Background: an optimization exercise with open tools, aiming at small area, a short achievable clock period and few clock cycles per item. Do not read the settings as production practice. Function was not checked in any run shown here: the RTL went through the layout flow alone. Power figures rest on the tool's default switching activity, not on a simulated workload.

==> flow/design.v, too long to show whole: its modules and the start of the top module <==
// module seq_mult_16bit: 1447 lines
module seq_mult_16bit (
    input  wire         clk,
    input  wire         rst_n,
    input  wire         start,
    input  wire [15:0]  a_in,
    input  wire [15:0]  b_in,
    output wire [31:0]  p_out,
    output reg          done
);
  // ...
==> flow/flow/run.sh <==
#!/bin/bash
set -euo pipefail
cd "$(dirname "$0")/.."
GRT_SETUP_MARGIN=0.6
bash standard.sh \
  "BUFFER_PORTS_ARGS=-buffer_cell sky130_fd_sc_hd__buf_2" \
  "SYNTH_ARGS=-noabc" \
  cts > flow_make_cts.log 2>&1
bash standard.sh \
  "BUFFER_PORTS_ARGS=-buffer_cell sky130_fd_sc_hd__buf_2" \
  "SYNTH_ARGS=-noabc" \
  "SETUP_SLACK_MARGIN=$GRT_SETUP_MARGIN" \
  finish > flow_make.log 2>&1
==> flow/standard.sh <==
#!/bin/bash
# synth_recipe.tcl (not shown) runs the flow's synth.tcl, then flattens the netlist and writes it again
# the make line also repeats each setting of config.mk as NAME=value (left out here)
make -C /OpenROAD-flow-scripts/flow DESIGN_CONFIG=/design/flow/config.mk WORK_HOME=/design/flow/orfs CLKGATE_MAP_FILE= SYNTH_SCRIPT=/design/flow/synth_recipe.tcl "${@:-finish}"
==> flow/config.mk <==
export PLATFORM = sky130hd
export DESIGN_NAME = seq_mult_16bit
export DESIGN_NICKNAME = seq_mult_16bit
export VERILOG_FILES = /design/flow/design.v
export SDC_FILE = /design/flow/constraint.sdc
export NUM_CORES = 4
export LEC_CHECK = 0
export ABC_AREA = 1
export CAP_MARGIN = 20
export CORE_MARGIN = 2
export CORE_UTILIZATION = 55
export CTS_BUF_LIST = sky130_fd_sc_hd__clkbuf_4 sky130_fd_sc_hd__clkbuf_8
export CTS_CLUSTER_DIAMETER = 100
export CTS_CLUSTER_SIZE = 32
export SETUP_SLACK_MARGIN = 1.0
export SLEW_MARGIN = 20
==> flow/constraint.sdc <==
create_clock -name core_clock -period 4.5 [get_ports {clk}]
set_input_delay 0.9000 -clock core_clock [delete_from_list [all_inputs] [get_ports {clk}]]
set_output_delay 0.9000 -clock core_clock [all_outputs]
set_load 0.01 [all_outputs]
==> impl_metrics.py, run 1 <==
metrics = {
    "sta": {
        "timing.final.crit_share_pct": 82.89,
        "hold_viol": 0,
        "tightest_slew_ps": 512.2,
        "clock.fmax_mhz": 268.1,
        "rsz0062_at_grt": "no",
    },
    "setup_path": {
        "criticalPathCategory": "flop to output port",
        "cp_slowest_cell": "fa_1",
        "cpPeakStageDelay_ps": 480,
    },
    "yosys": {
        "synth_edf_count": 0,
        "synth_compound_area_share_pct": 12.53,
        "synth_top_family_by_area": "adder cells",
        "ys_seq_elements": 60,
    },
    "grt": {
        "grt_pass1_wl_um": 29900,
        "grt_antenna_before_repair": 0,
        "grt_max_degree": 19,
    },
    "layout": {
        "final_util_pct": 61.31,
        "n_fill_cell": 1151,
        "multi_input_gates": 550,
        "n_sequential_cell": 60,
        "top_regs": "r0_q x27, r1_q x27, lo_q x4",
        "final_cells": 953,
        "drive_gt1_share_pct": 24.07,
    },
    "pwr": {
        "fin_total_pwr_uw": 5020,
        "power_leader": "combinational logic",
        "p_int_uw": 2737,
        "p_sw_share_pct": 45.48,
        "pwr-share-seq_pct": 18.8,
    },
    "outcome": {
        "status": "no timing/DRC/antenna violations",
    },
    "placed_design": {
        "io_buffer_count": 67,
        "gp_congestion": 1.002,
    },
    "clocking": {
        "htree_levels": 3,
        "cts_sinks": 60,
    },
    "detailed_routing": {
        "detail-route-antenna-nets": 0,
        "first_pass_iters": 5,
        "routed.top_layer": "met4",
    },
    "die": {
        "nWellTaps": 176,
        "core_area_um2": 13190,
        "die_h_um": 119.8,
    },
}
==> run 2: changes to the inputs <==
--- a/flow/design.v
+++ b/flow/design.v
@@ -522,27 +522,35 @@
     wire s360;
     wire c361;
     wire s362;
     wire c363;
     wire lg0;
     wire lg1;
     wire lg2;
     wire lg3;
+    wire lg4;
+    wire lg5;
     wire lp0;
     wire lp1;
     wire lp2;
     wire lp3;
+    wire lp4;
+    wire lp5;
     wire lG1;
     wire lG2;
     wire lG3;
+    wire lG4;
+    wire lG5;
     wire ls0;
     wire ls1;
     wire ls2;
     wire ls3;
+    wire ls4;
+    wire ls5;
     assign bo0 = b_in[0] ^ 1'b0;
     assign bt0 = (b_in[1] & ~b_in[0] & ~1'b0) | (~b_in[1] & b_in[0] & 1'b0);
     assign bn0 = b_in[1] & ~(b_in[0] & 1'b0);
     assign ax0_0 = a_in[0] ^ b_in[1];
     assign ax0_1 = a_in[1] ^ b_in[1];
     assign ax0_2 = a_in[2] ^ b_in[1];
     assign ax0_3 = a_in[3] ^ b_in[1];
     assign ax0_4 = a_in[4] ^ b_in[1];
@@ -1056,31 +1064,35 @@
     assign lg0 = bn0 & pp1;
     assign lp0 = bn0 ^ pp1;
     assign lg1 = pp2 & 1'b0;
     assign lp1 = pp2 ^ 1'b0;
     assign lg2 = pp3 & s308;
     assign lp2 = pp3 ^ s308;
     assign lg3 = c309 & s310;
     assign lp3 = c309 ^ s310;
+    assign lg4 = c311 & s312;
+    assign lp4 = c311 ^ s312;
+    assign lg5 = c313 & s314;
+    assign lp5 = c313 ^ s314;
     assign lG1 = lg1 | (lp1 & lg0);
     assign lG2 = lg2 | (lp2 & lG1);
     assign lG3 = lg3 | (lp3 & lG2);
+    assign lG4 = lg4 | (lp4 & lG3);
+    assign lG5 = lg5 | (lp5 & lG4);
     assign ls0 = lp0;
     assign ls1 = lp1 ^ lg0;
     assign ls2 = lp2 ^ lG1;
     assign ls3 = lp3 ^ lG2;
+    assign ls4 = lp4 ^ lG3;
+    assign ls5 = lp5 ^ lG4;
     reg [31:0] r0_q, r1_q;
-    reg [3:0] lo_q;
+    reg [5:0] lo_q;
     reg lc_q;
     always @(posedge clk) begin
-        r0_q[4] <= c311;
-        r1_q[4] <= s312;
-        r0_q[5] <= c313;
-        r1_q[5] <= s314;
         r0_q[6] <= c315;
         r1_q[6] <= s316;
         r0_q[7] <= c317;
         r1_q[7] <= s318;
         r0_q[8] <= c319;
         r1_q[8] <= s320;
         r0_q[9] <= c321;
         r1_q[9] <= s322;
@@ -1125,17 +1137,19 @@
         r0_q[29] <= s362;
         r1_q[29] <= c361;
         r0_q[30] <= sn137;
         r1_q[30] <= c363;
         lo_q[0] <= ls0;
         lo_q[1] <= ls1;
         lo_q[2] <= ls2;
         lo_q[3] <= ls3;
-        lc_q <= lG3;
+        lo_q[4] <= ls4;
+        lo_q[5] <= ls5;
+        lc_q <= lG5;
     end
     wire hg0;
     wire hg1;
     wire hg2;
     wire hg3;
     wire hg4;
     wire hg5;
     wire hg6;
@@ -1153,18 +1167,16 @@
     wire hg18;
     wire hg19;
     wire hg20;
     wire hg21;
     wire hg22;
     wire hg23;
     wire hg24;
     wire hg25;
-    wire hg26;
-    wire hg27;
     wire hp0;
     wire hp1;
     wire hp2;
     wire hp3;
     wire hp4;
     wire hp5;
     wire hp6;
     wire hp7;
@@ -1181,18 +1193,16 @@
     wire hp18;
     wire hp19;
     wire hp20;
     wire hp21;
     wire hp22;
     wire hp23;
     wire hp24;
     wire hp25;
-    wire hp26;
-    wire hp27;
     wire hG1;
     wire hG2;
     wire hG3;
     wire hP3;
     wire hG4;
     wire hP4;
     wire hG5;
     wire hP5;
@@ -1210,35 +1220,33 @@
     wire hP11;
     wire hG12;
     wire hP12;
     wire hG13;
     wire hP13;
     wire hG14;
     wire hP14;
     wire hG15;
-    wire hP15;
     wire hG16;
+    wire hP16;
     wire hG17;
     wire hP17;
     wire hG18;
     wire hP18;
     wire hG19;
     wire hP19;
     wire hG20;
     wire hP20;
     wire hG21;
-    wire hP21;
     wire hG22;
     wire hP22;
     wire hG23;
+    wire hP23;
     wire hG24;
-    wire hP24;
     wire hG25;
-    wire hP25;
     wire hG26;
     wire hG27;
     wire hG28;
     wire hG29;
     wire hG30;
     wire hG31;
     wire hG32;
     wire hG33;
@@ -1249,20 +1257,16 @@
     wire hG38;
     wire hG39;
     wire hG40;
     wire hG41;
     wire hG42;
     wire hG43;
     wire hG44;
     wire hG45;
-    wire hG46;
-    wire hG47;
-    wire hG48;
-    wire hG49;
     wire hs0;
     wire hs1;
     wire hs2;
     wire hs3;
     wire hs4;
     wire hs5;
     wire hs6;
     wire hs7;
@@ -1279,74 +1283,68 @@
     wire hs18;
     wire hs19;
     wire hs20;
     wire hs21;
     wire hs22;
     wire hs23;
     wire hs24;
     wire hs25;
-    wire hs26;
-    wire hs27;
-    assign hg0 = r0_q[4] & r1_q[4];
-    assign hp0 = r0_q[4] ^ r1_q[4];
-    assign hg1 = r0_q[5] & r1_q[5];
-    assign hp1 = r0_q[5] ^ r1_q[5];
-    assign hg2 = r0_q[6] & r1_q[6];
-    assign hp2 = r0_q[6] ^ r1_q[6];
-    assign hg3 = r0_q[7] & r1_q[7];
-    assign hp3 = r0_q[7] ^ r1_q[7];
-    assign hg4 = r0_q[8] & r1_q[8];
-    assign hp4 = r0_q[8] ^ r1_q[8];
-    assign hg5 = r0_q[9] & r1_q[9];
-    assign hp5 = r0_q[9] ^ r1_q[9];
-    assign hg6 = r0_q[10] & r1_q[10];
-    assign hp6 = r0_q[10] ^ r1_q[10];
-    assign hg7 = r0_q[11] & r1_q[11];
-    assign hp7 = r0_q[11] ^ r1_q[11];
-    assign hg8 = r0_q[12] & r1_q[12];
-    assign hp8 = r0_q[12] ^ r1_q[12];
-    assign hg9 = r0_q[13] & r1_q[13];
-    assign hp9 = r0_q[13] ^ r1_q[13];
-    assign hg10 = r0_q[14] & r1_q[14];
-    assign hp10 = r0_q[14] ^ r1_q[14];
-    assign hg11 = r0_q[15] & r1_q[15];
-    assign hp11 = r0_q[15] ^ r1_q[15];
-    assign hg12 = r0_q[16] & r1_q[16];
-    assign hp12 = r0_q[16] ^ r1_q[16];
-    assign hg13 = r0_q[17] & r1_q[17];
-    assign hp13 = r0_q[17] ^ r1_q[17];
-    assign hg14 = r0_q[18] & r1_q[18];
-    assign hp14 = r0_q[18] ^ r1_q[18];
-    assign hg15 = r0_q[19] & r1_q[19];
-    assign hp15 = r0_q[19] ^ r1_q[19];
-    assign hg16 = r0_q[20] & r1_q[20];
-    assign hp16 = r0_q[20] ^ r1_q[20];
-    assign hg17 = r0_q[21] & r1_q[21];
-    assign hp17 = r0_q[21] ^ r1_q[21];
-    assign hg18 = r0_q[22] & r1_q[22];
-    assign hp18 = r0_q[22] ^ r1_q[22];
-    assign hg19 = r0_q[23] & r1_q[23];
-    assign hp19 = r0_q[23] ^ r1_q[23];
-    assign hg20 = r0_q[24] & r1_q[24];
-    assign hp20 = r0_q[24] ^ r1_q[24];
-    assign hg21 = r0_q[25] & r1_q[25];
-    assign hp21 = r0_q[25] ^ r1_q[25];
-    assign hg22 = r0_q[26] & r1_q[26];
-    assign hp22 = r0_q[26] ^ r1_q[26];
-    assign hg23 = r0_q[27] & r1_q[27];
-    assign hp23 = r0_q[27] ^ r1_q[27];
-    assign hg24 = r0_q[28] & r1_q[28];
-    assign hp24 = r0_q[28] ^ r1_q[28];
-    assign hg25 = r0_q[29] & r1_q[29];
-    assign hp25 = r0_q[29] ^ r1_q[29];
-    assign hg26 = r0_q[30] & r1_q[30];
-    assign hp26 = r0_q[30] ^ r1_q[30];
-    assign hg27 = 1'b1 & 1'b0;
-    assign hp27 = 1'b1 ^ 1'b0;
+    assign hg0 = r0_q[6] & r1_q[6];
+    assign hp0 = r0_q[6] ^ r1_q[6];
+    assign hg1 = r0_q[7] & r1_q[7];
+    assign hp1 = r0_q[7] ^ r1_q[7];
+    assign hg2 = r0_q[8] & r1_q[8];
+    assign hp2 = r0_q[8] ^ r1_q[8];
+    assign hg3 = r0_q[9] & r1_q[9];
+    assign hp3 = r0_q[9] ^ r1_q[9];
+    assign hg4 = r0_q[10] & r1_q[10];
+    assign hp4 = r0_q[10] ^ r1_q[10];
+    assign hg5 = r0_q[11] & r1_q[11];
+    assign hp5 = r0_q[11] ^ r1_q[11];
+    assign hg6 = r0_q[12] & r1_q[12];
+    assign hp6 = r0_q[12] ^ r1_q[12];
+    assign hg7 = r0_q[13] & r1_q[13];
+    assign hp7 = r0_q[13] ^ r1_q[13];
+    assign hg8 = r0_q[14] & r1_q[14];
+    assign hp8 = r0_q[14] ^ r1_q[14];
+    assign hg9 = r0_q[15] & r1_q[15];
+    assign hp9 = r0_q[15] ^ r1_q[15];
+    assign hg10 = r0_q[16] & r1_q[16];
+    assign hp10 = r0_q[16] ^ r1_q[16];
+    assign hg11 = r0_q[17] & r1_q[17];
+    assign hp11 = r0_q[17] ^ r1_q[17];
+    assign hg12 = r0_q[18] & r1_q[18];
+    assign hp12 = r0_q[18] ^ r1_q[18];
+    assign hg13 = r0_q[19] & r1_q[19];
+    assign hp13 = r0_q[19] ^ r1_q[19];
+    assign hg14 = r0_q[20] & r1_q[20];
+    assign hp14 = r0_q[20] ^ r1_q[20];
+    assign hg15 = r0_q[21] & r1_q[21];
+    assign hp15 = r0_q[21] ^ r1_q[21];
+    assign hg16 = r0_q[22] & r1_q[22];
+    assign hp16 = r0_q[22] ^ r1_q[22];
+    assign hg17 = r0_q[23] & r1_q[23];
+    assign hp17 = r0_q[23] ^ r1_q[23];
+    assign hg18 = r0_q[24] & r1_q[24];
+    assign hp18 = r0_q[24] ^ r1_q[24];
+    assign hg19 = r0_q[25] & r1_q[25];
+    assign hp19 = r0_q[25] ^ r1_q[25];
+    assign hg20 = r0_q[26] & r1_q[26];
+    assign hp20 = r0_q[26] ^ r1_q[26];
+    assign hg21 = r0_q[27] & r1_q[27];
+    assign hp21 = r0_q[27] ^ r1_q[27];
+    assign hg22 = r0_q[28] & r1_q[28];
+    assign hp22 = r0_q[28] ^ r1_q[28];
+    assign hg23 = r0_q[29] & r1_q[29];
+    assign hp23 = r0_q[29] ^ r1_q[29];
+    assign hg24 = r0_q[30] & r1_q[30];
+    assign hp24 = r0_q[30] ^ r1_q[30];
+    assign hg25 = 1'b1 & 1'b0;
+    assign hp25 = 1'b1 ^ 1'b0;
     assign hG1 = hg0 | (hp0 & lc_q);
     assign hG2 = hg1 | (hp1 & hG1);
     assign hG3 = hg3 | (hp3 & hg2);
     assign hP3 = hp3 & hp2;
     assign hG4 = hg5 | (hp5 & hg4);
     assign hP4 = hp5 & hp4;
     assign hG5 = hg7 | (hp7 & hg6);
     assign hP5 = hp7 & hp6;
@@ -1363,86 +1361,78 @@
     assign hG11 = hg19 | (hp19 & hg18);
     assign hP11 = hp19 & hp18;
     assign hG12 = hg21 | (hp21 & hg20);
     assign hP12 = hp21 & hp20;
     assign hG13 = hg23 | (hp23 & hg22);
     assign hP13 = hp23 & hp22;
     assign hG14 = hg25 | (hp25 & hg24);
     assign hP14 = hp25 & hp24;
-    assign hG15 = hg27 | (hp27 & hg26);
-    assign hP15 = hp27 & hp26;
-    assign hG16 = hG3 | (hP3 & hG2);
-    assign hG17 = hG5 | (hP5 & hG4);
-    assign hP17 = hP5 & hP4;
-    assign hG18 = hG7 | (hP7 & hG6);
-    assign hP18 = hP7 & hP6;
-    assign hG19 = hG9 | (hP9 & hG8);
-    assign hP19 = hP9 & hP8;
-    assign hG20 = hG11 | (hP11 & hG10);
-    assign hP20 = hP11 & hP10;
-    assign hG21 = hG13 | (hP13 & hG12);
-    assign hP21 = hP13 & hP12;
-    assign hG22 = hG15 | (hP15 & hG14);
-    assign hP22 = hP15 & hP14;
-    assign hG23 = hG17 | (hP17 & hG16);
-    assign hG24 = hG19 | (hP19 & hG18);
-    assign hP24 = hP19 & hP18;
-    assign hG25 = hG21 | (hP21 & hG20);
-    assign hP25 = hP21 & hP20;
-    assign hG26 = hG24 | (hP24 & hG23);
-    assign hG27 = hG25 | (hP25 & hG26);
-    assign hG28 = hG18 | (hP18 & hG23);
-    assign hG29 = hG20 | (hP20 & hG26);
-    assign hG30 = hG22 | (hP22 & hG27);
-    assign hG31 = hG4 | (hP4 & hG16);
-    assign hG32 = hG6 | (hP6 & hG23);
-    assign hG33 = hG8 | (hP8 & hG28);
-    assign hG34 = hG10 | (hP10 & hG26);
-    assign hG35 = hG12 | (hP12 & hG29);
-    assign hG36 = hG14 | (hP14 & hG27);
-    assign hG37 = hg2 | (hp2 & hG2);
-    assign hG38 = hg4 | (hp4 & hG16);
-    assign hG39 = hg6 | (hp6 & hG31);
-    assign hG40 = hg8 | (hp8 & hG23);
-    assign hG41 = hg10 | (hp10 & hG32);
-    assign hG42 = hg12 | (hp12 & hG28);
-    assign hG43 = hg14 | (hp14 & hG33);
-    assign hG44 = hg16 | (hp16 & hG26);
-    assign hG45 = hg18 | (hp18 & hG34);
-    assign hG46 = hg20 | (hp20 & hG29);
-    assign hG47 = hg22 | (hp22 & hG35);
-    assign hG48 = hg24 | (hp24 & hG27);
-    assign hG49 = hg26 | (hp26 & hG36);
+    assign hG15 = hG3 | (hP3 & hG2);
+    assign hG16 = hG5 | (hP5 & hG4);
+    assign hP16 = hP5 & hP4;
+    assign hG17 = hG7 | (hP7 & hG6);
+    assign hP17 = hP7 & hP6;
+    assign hG18 = hG9 | (hP9 & hG8);
+    assign hP18 = hP9 & hP8;
+    assign hG19 = hG11 | (hP11 & hG10);
+    assign hP19 = hP11 & hP10;
+    assign hG20 = hG13 | (hP13 & hG12);
+    assign hP20 = hP13 & hP12;
+    assign hG21 = hG16 | (hP16 & hG15);
+    assign hG22 = hG18 | (hP18 & hG17);
+    assign hP22 = hP18 & hP17;
+    assign hG23 = hG20 | (hP20 & hG19);
+    assign hP23 = hP20 & hP19;
+    assign hG24 = hG22 | (hP22 & hG21);
+    assign hG25 = hG23 | (hP23 & hG24);
+    assign hG26 = hG17 | (hP17 & hG21);
+    assign hG27 = hG19 | (hP19 & hG24);
+    assign hG28 = hG4 | (hP4 & hG15);
+    assign hG29 = hG6 | (hP6 & hG21);
+    assign hG30 = hG8 | (hP8 & hG26);
+    assign hG31 = hG10 | (hP10 & hG24);
+    assign hG32 = hG12 | (hP12 & hG27);
+    assign hG33 = hG14 | (hP14 & hG25);
+    assign hG34 = hg2 | (hp2 & hG2);
+    assign hG35 = hg4 | (hp4 & hG15);
+    assign hG36 = hg6 | (hp6 & hG28);
+    assign hG37 = hg8 | (hp8 & hG21);
+    assign hG38 = hg10 | (hp10 & hG29);
+    assign hG39 = hg12 | (hp12 & hG26);
+    assign hG40 = hg14 | (hp14 & hG30);
+    assign hG41 = hg16 | (hp16 & hG24);
+    assign hG42 = hg18 | (hp18 & hG31);
+    assign hG43 = hg20 | (hp20 & hG27);
+    assign hG44 = hg22 | (hp22 & hG32);
+    assign hG45 = hg24 | (hp24 & hG25);
     assign hs0 = hp0 ^ lc_q;
     assign hs1 = hp1 ^ hG1;
     assign hs2 = hp2 ^ hG2;
-    assign hs3 = hp3 ^ hG37;
-    assign hs4 = hp4 ^ hG16;
-    assign hs5 = hp5 ^ hG38;
-    assign hs6 = hp6 ^ hG31;
-    assign hs7 = hp7 ^ hG39;
-    assign hs8 = hp8 ^ hG23;
-    assign hs9 = hp9 ^ hG40;
-    assign hs10 = hp10 ^ hG32;
-    assign hs11 = hp11 ^ hG41;
-    assign hs12 = hp12 ^ hG28;
-    assign hs13 = hp13 ^ hG42;
-    assign hs14 = hp14 ^ hG33;
-    assign hs15 = hp15 ^ hG43;
-    assign hs16 = hp16 ^ hG26;
-    assign hs17 = hp17 ^ hG44;
-    assign hs18 = hp18 ^ hG34;
-    assign hs19 = hp19 ^ hG45;
-    assign hs20 = hp20 ^ hG29;
-    assign hs21 = hp21 ^ hG46;
-    assign hs22 = hp22 ^ hG35;
-    assign hs23 = hp23 ^ hG47;
-    assign hs24 = hp24 ^ hG27;
-    assign hs25 = hp25 ^ hG48;
-    assign hs26 = hp26 ^ hG36;
-    assign hs27 = hp27 ^ hG49;
-    assign p_out = {hs27, hs26, hs25, hs24, hs23, hs22, hs21, hs20, hs19, hs18, hs17, hs16, hs15, hs14, hs13, hs12, hs11, hs10, hs9, hs8, hs7, hs6, hs5, hs4, hs3, hs2, hs1, hs0, lo_q[3], lo_q[2], lo_q[1], lo_q[0]};
+    assign hs3 = hp3 ^ hG34;
+    assign hs4 = hp4 ^ hG15;
+    assign hs5 = hp5 ^ hG35;
+    assign hs6 = hp6 ^ hG28;
+    assign hs7 = hp7 ^ hG36;
+    assign hs8 = hp8 ^ hG21;
+    assign hs9 = hp9 ^ hG37;
+    assign hs10 = hp10 ^ hG29;
+    assign hs11 = hp11 ^ hG38;
+    assign hs12 = hp12 ^ hG26;
+    assign hs13 = hp13 ^ hG39;
+    assign hs14 = hp14 ^ hG30;
+    assign hs15 = hp15 ^ hG40;
+    assign hs16 = hp16 ^ hG24;
+    assign hs17 = hp17 ^ hG41;
+    assign hs18 = hp18 ^ hG31;
+    assign hs19 = hp19 ^ hG42;
+    assign hs20 = hp20 ^ hG27;
+    assign hs21 = hp21 ^ hG43;
+    assign hs22 = hp22 ^ hG32;
+    assign hs23 = hp23 ^ hG44;
+    assign hs24 = hp24 ^ hG25;
+    assign hs25 = hp25 ^ hG45;
+    assign p_out = {hs25, hs24, hs23, hs22, hs21, hs20, hs19, hs18, hs17, hs16, hs15, hs14, hs13, hs12, hs11, hs10, hs9, hs8, hs7, hs6, hs5, hs4, hs3, hs2, hs1, hs0, lo_q[5], lo_q[4], lo_q[3], lo_q[2], lo_q[1], lo_q[0]};
     always @(posedge clk or negedge rst_n) begin
         if (!rst_n) done <= 1'b0;
         else        done <= start;
     end
 endmodule
==> run 2 against run 1 <==
Still clean. Sequential share of layout area about the same. Clock power down 12%. Routed wire length down 2.8%. Final cell count down 2.2%. Critical path depth unchanged. Die area down 1.6%. Setup slack worse by 37 ps. Worst hold slack worse by 9.7 ps. Power down 7.8%. Highest routed layer unchanged.
==> impl_metrics.py, run 2 <==
metrics = {
    "hold_path": {
        "hold_path.class": "input pin to async pin",
    },
    "setup_path": {
        "worstSetupEndpointType": "output port",
        "cp_max_fo": 3,
        "arrival_ps": 2870,
        "criticalPathCategory": "flop to output port",
        "worstPathRequired_ps": 3600,
        "worst_setup_path_start_kind": "flop",
    },
    "yosys": {
        "synthMuxAreaShare_pct": 0,
        "yosysMostFrequentCell": "fa_1",
        "synth_top_family_by_area": "adder cells",
        "synth_async_sr_flop_share_pct": 1.724,
        "syn_area_um2": 7254,
        "yosys.area_share.adder_pct": 38.32,
        "synth.top_cell.area_share_pct": 29.53,
        "synth_common_cells": "fa_1 (107), xnor2_1 (103), o22ai_1 (97)",
        "synth_edf_count": 0,
        "ys_seq_elements": 58,
        "ys_warn_count": 1,
        "synthesis.nets": 930,
        "synth_cell_types": 34,
        "synth_area_leaders": "fa_1 (30%), dfxtp_1 (16%), xnor2_1 (12%)",
        "synth_area_per_cell_um2": 9.843,
        "synth_top_area_cell": "fa_1",
        "yosys.area_share.simple_pct": 6.192,
        "synth_compound_area_share_pct": 12.71,
        "ys_seq_area_share_pct": 16.07,
        "synth-main-ff-cell": "dfxtp_1",
        "postSynthCellCount": 737,
        "synthXorXnorAreaFrac_pct": 16.78,
    },
    "placed_design": {
        "placedCellCount": 911,
        "io_buffer_count": 67,
        "dpl.hpwl_um": 14410,
        "gp_congestion": 0.9454,
    },
    "sta": {
        "rsz0062_at_grt": "no",
        "hold_viol": 0,
        "final-max-slew-violation-count": 0,
        "min_period_ps": 3768,
        "setup_viol": 0,
        "slew_headroom_pct": 64.61,
        "tightest_slew_ps": 525.3,
        "timing.final.crit_share_pct": 83.72,
        "clock.fmax_mhz": 265.4,
        "hold_ws_ps": 289.4,
        "timing.setup.tns_ps": 0,
    },
    "layout": {
        "layout_commonest_cell": "xnor2_1",
        "top_regs": "r0_q x25, r1_q x25, lo_q x6",
        "antenna_cells": 0,
        "drive_gt1_share_pct": 23.68,
        "n_fill_cell": 1121,
        "final_cells": 932,
        "layout_common_cells": "xnor2_1 (97), fa_1 (94), o22ai_1 (92)",
        "nets": 948,
        "syn2layout_area_growth_pct": 7.917,
    },
    "detailed_routing": {
        "detail-route-antenna-nets": 0,
        "first_pass_iters": 4,
        "wl_um": 17840,
        "vias_per_cell": 5.549,
        "drt-initial-drc-count": 336,
        "wl_per_cell_um": 19.14,
        "vias": 5172,
        "drc": 0,
    },
    "grt": {
        "grt_pass1_wl_um": 28560,
        "grt_max_degree": 22,
        "grt-ovfl-total": 0,
        "grt_pass1_vias": 5292,
        "grt_antenna_before_repair": 0,
        "grt_use_total_pct": 26.64,
    },
    "pwr": {
        "pwr-share-seq_pct": 19.8,
        "fin_total_pwr_uw": 4630,
        "p_int_uw": 2487,
        "p_clk_share_pct": 9.8,
        "power_leakage_uw": 0.003379,
        "p_sw_uw": 2143,
        "p_sw_share_pct": 46.29,
        "pwr-share-comb_pct": 70.4,
        "ir_drop_uv": 249.8,
        "power_density_nw_per_um2": 591.4,
    },
    "clocking": {
        "cts_root_buf": "clkbuf_8",
        "cts_tree": "built",
        "cts_buffer_depth": 2,
        "path_clk_slew_ps": 70,
        "cts_sinks": 58,
        "cts_made_buffers": 9,
        "htree_levels": 3,
    },
    "die": {
        "die_w_um": 118.8,
        "start_util_pct": 56.79,
        "die_h_um": 118.8,
        "io_pins": 68,
        "rows": 41,
        "core_area_um2": 12770,
        "dieArea_um2": 14120,
    },
    "outcome": {
        "status": "no timing/DRC/antenna violations",
    },
    "flow_run": {
        "cap_viol_max_count": 0,
    },
}
run 2: cell count changes after synthesis, sizes merged, moves of 2 or more:
cell,change
dfxtp,-2
inv,-2
nand2,-2
a211oi,+2
ha,-2
o21ai,-2
nor2,+3
a21oi,-3
run 2: how the worst max path moves through the flow:
stage,from,end,slack [ps],cells after the start
after floorplan,b_in[15],r1_q[17],980,8
after global placement,b_in[3],r1_q[20],520,8
after detailed placement,b_in[3],r1_q[19],450,8
after CTS,lc_q,p_out[28],660,14
after global routing,lc_q,p_out[30],610,14
final,lc_q,p_out[30],730,14
run 2: cell type report:
type	count	area (um^2)	share of cell area, %
repair buffers	80	464.2	5.929
clock buffers	11	145.1	1.854
clock inverters	5	30.03	0.3836
inverters	63	262.8	3.356
multi-input cells	543	5544	70.82
flip-flops and latches	58	1167	14.91
well taps	172	215.2	2.749
run 2: timing repair:
action | 4_1_cts | 5_1_grt
pin swaps | 7 | 2
buffers inserted | 5 | 0
hold buffers | 0 | 0
gates resized for setup | 26 | 3
endpoints found under the setup margin | 35 | 3
run 2: metal layers:
| layer | share of wire, % | GRT usage, % | vias to the layer above |
|---|---|---|---|
| li1 | - | - | 2470 |
| met1 | 48 | 39.34 | 2545 |
| met2 | 45 | 41.16 | 139 |
| met3 | 6.1 | 4.215 | 18 |
| met4 | 1.2 | 6.473 | 0 |
| met5 | 0 | 0 | - |
run 2: through the flow:
stage                     utilization [%]  worst slack (ps)  instance area, um^2
final                               61.29             732.4                 7829
after global routing                61.29             606.2                 7829
after CTS                           61.21             655.8                 7819
after detailed placement            58.79             450.4                 7510
after global placement              58.79             523.4                 7510
after floorplan                         -             984.3                 7406
run 2: worst max-delay path: stages, from the launching register on:
cell and delay [ps]:
dfxtp_2 330, fa_2 390, fa_2 390, nand2_2 90
nand2_2 80, nand3_4 90, nand2_4 70, nand2_4 70
nand2_4 60, nand2_4 80, nand2_4 70, nand2_2 80
nand2_2 60, fa_1 510, buf_2 130
run 2: kinds of logic after synthesis:
kind of cell             Yosys count
adder cells (fa/ha/maj)          158
AO/OA/AOI/OAI                    147
XOR/XNOR                         139
buffers and inverters            136
AND/OR/NAND/NOR                   99
flip-flops                        58
run 2: power groups by stage:
stage	Sequential (uW)	Combinational [uW]	Clock, uW
final	919	3260	453
after global routing	944	3700	487
after CTS	921	3280	466
after detailed placement	926	3080	0
after global placement	920	2970	0
after floorplan	907	2690	0

[what the ideal ports hide]
No port has a modelled driver above. Below, the same layouts with a new extraction and two added sets of constraints. Step 1: set_driving_cell puts a clkbuf_16 on clk and a buf_2 on each other input, an assumption about the parent block. Step 2 times the ports against the registers' clock, not the clock port: input delays grow and output delays shrink by t, the midpoint of the rising clock arrivals with the driver on. Slacks: ideal / step 1 / step 2; pairs: ideal / step 1.
run | t (ns) | setup WS [ns] | latest minus earliest clock arrival (ns) | pins driven straight from the clock port
run 1 | 0.398 | 0.770 / 0.734 / 0.591 | 0.013 / 0.013 | 1
run 2 | 0.410 | 0.732 / 0.692 / 0.591 | 0.011 / 0.011 | 1
After both steps setup and hold are still met in every run listed. For run 1, which loses most, drivers alone change the setup slack by -0.036 ns; drivers and shift together by -0.179 ns.
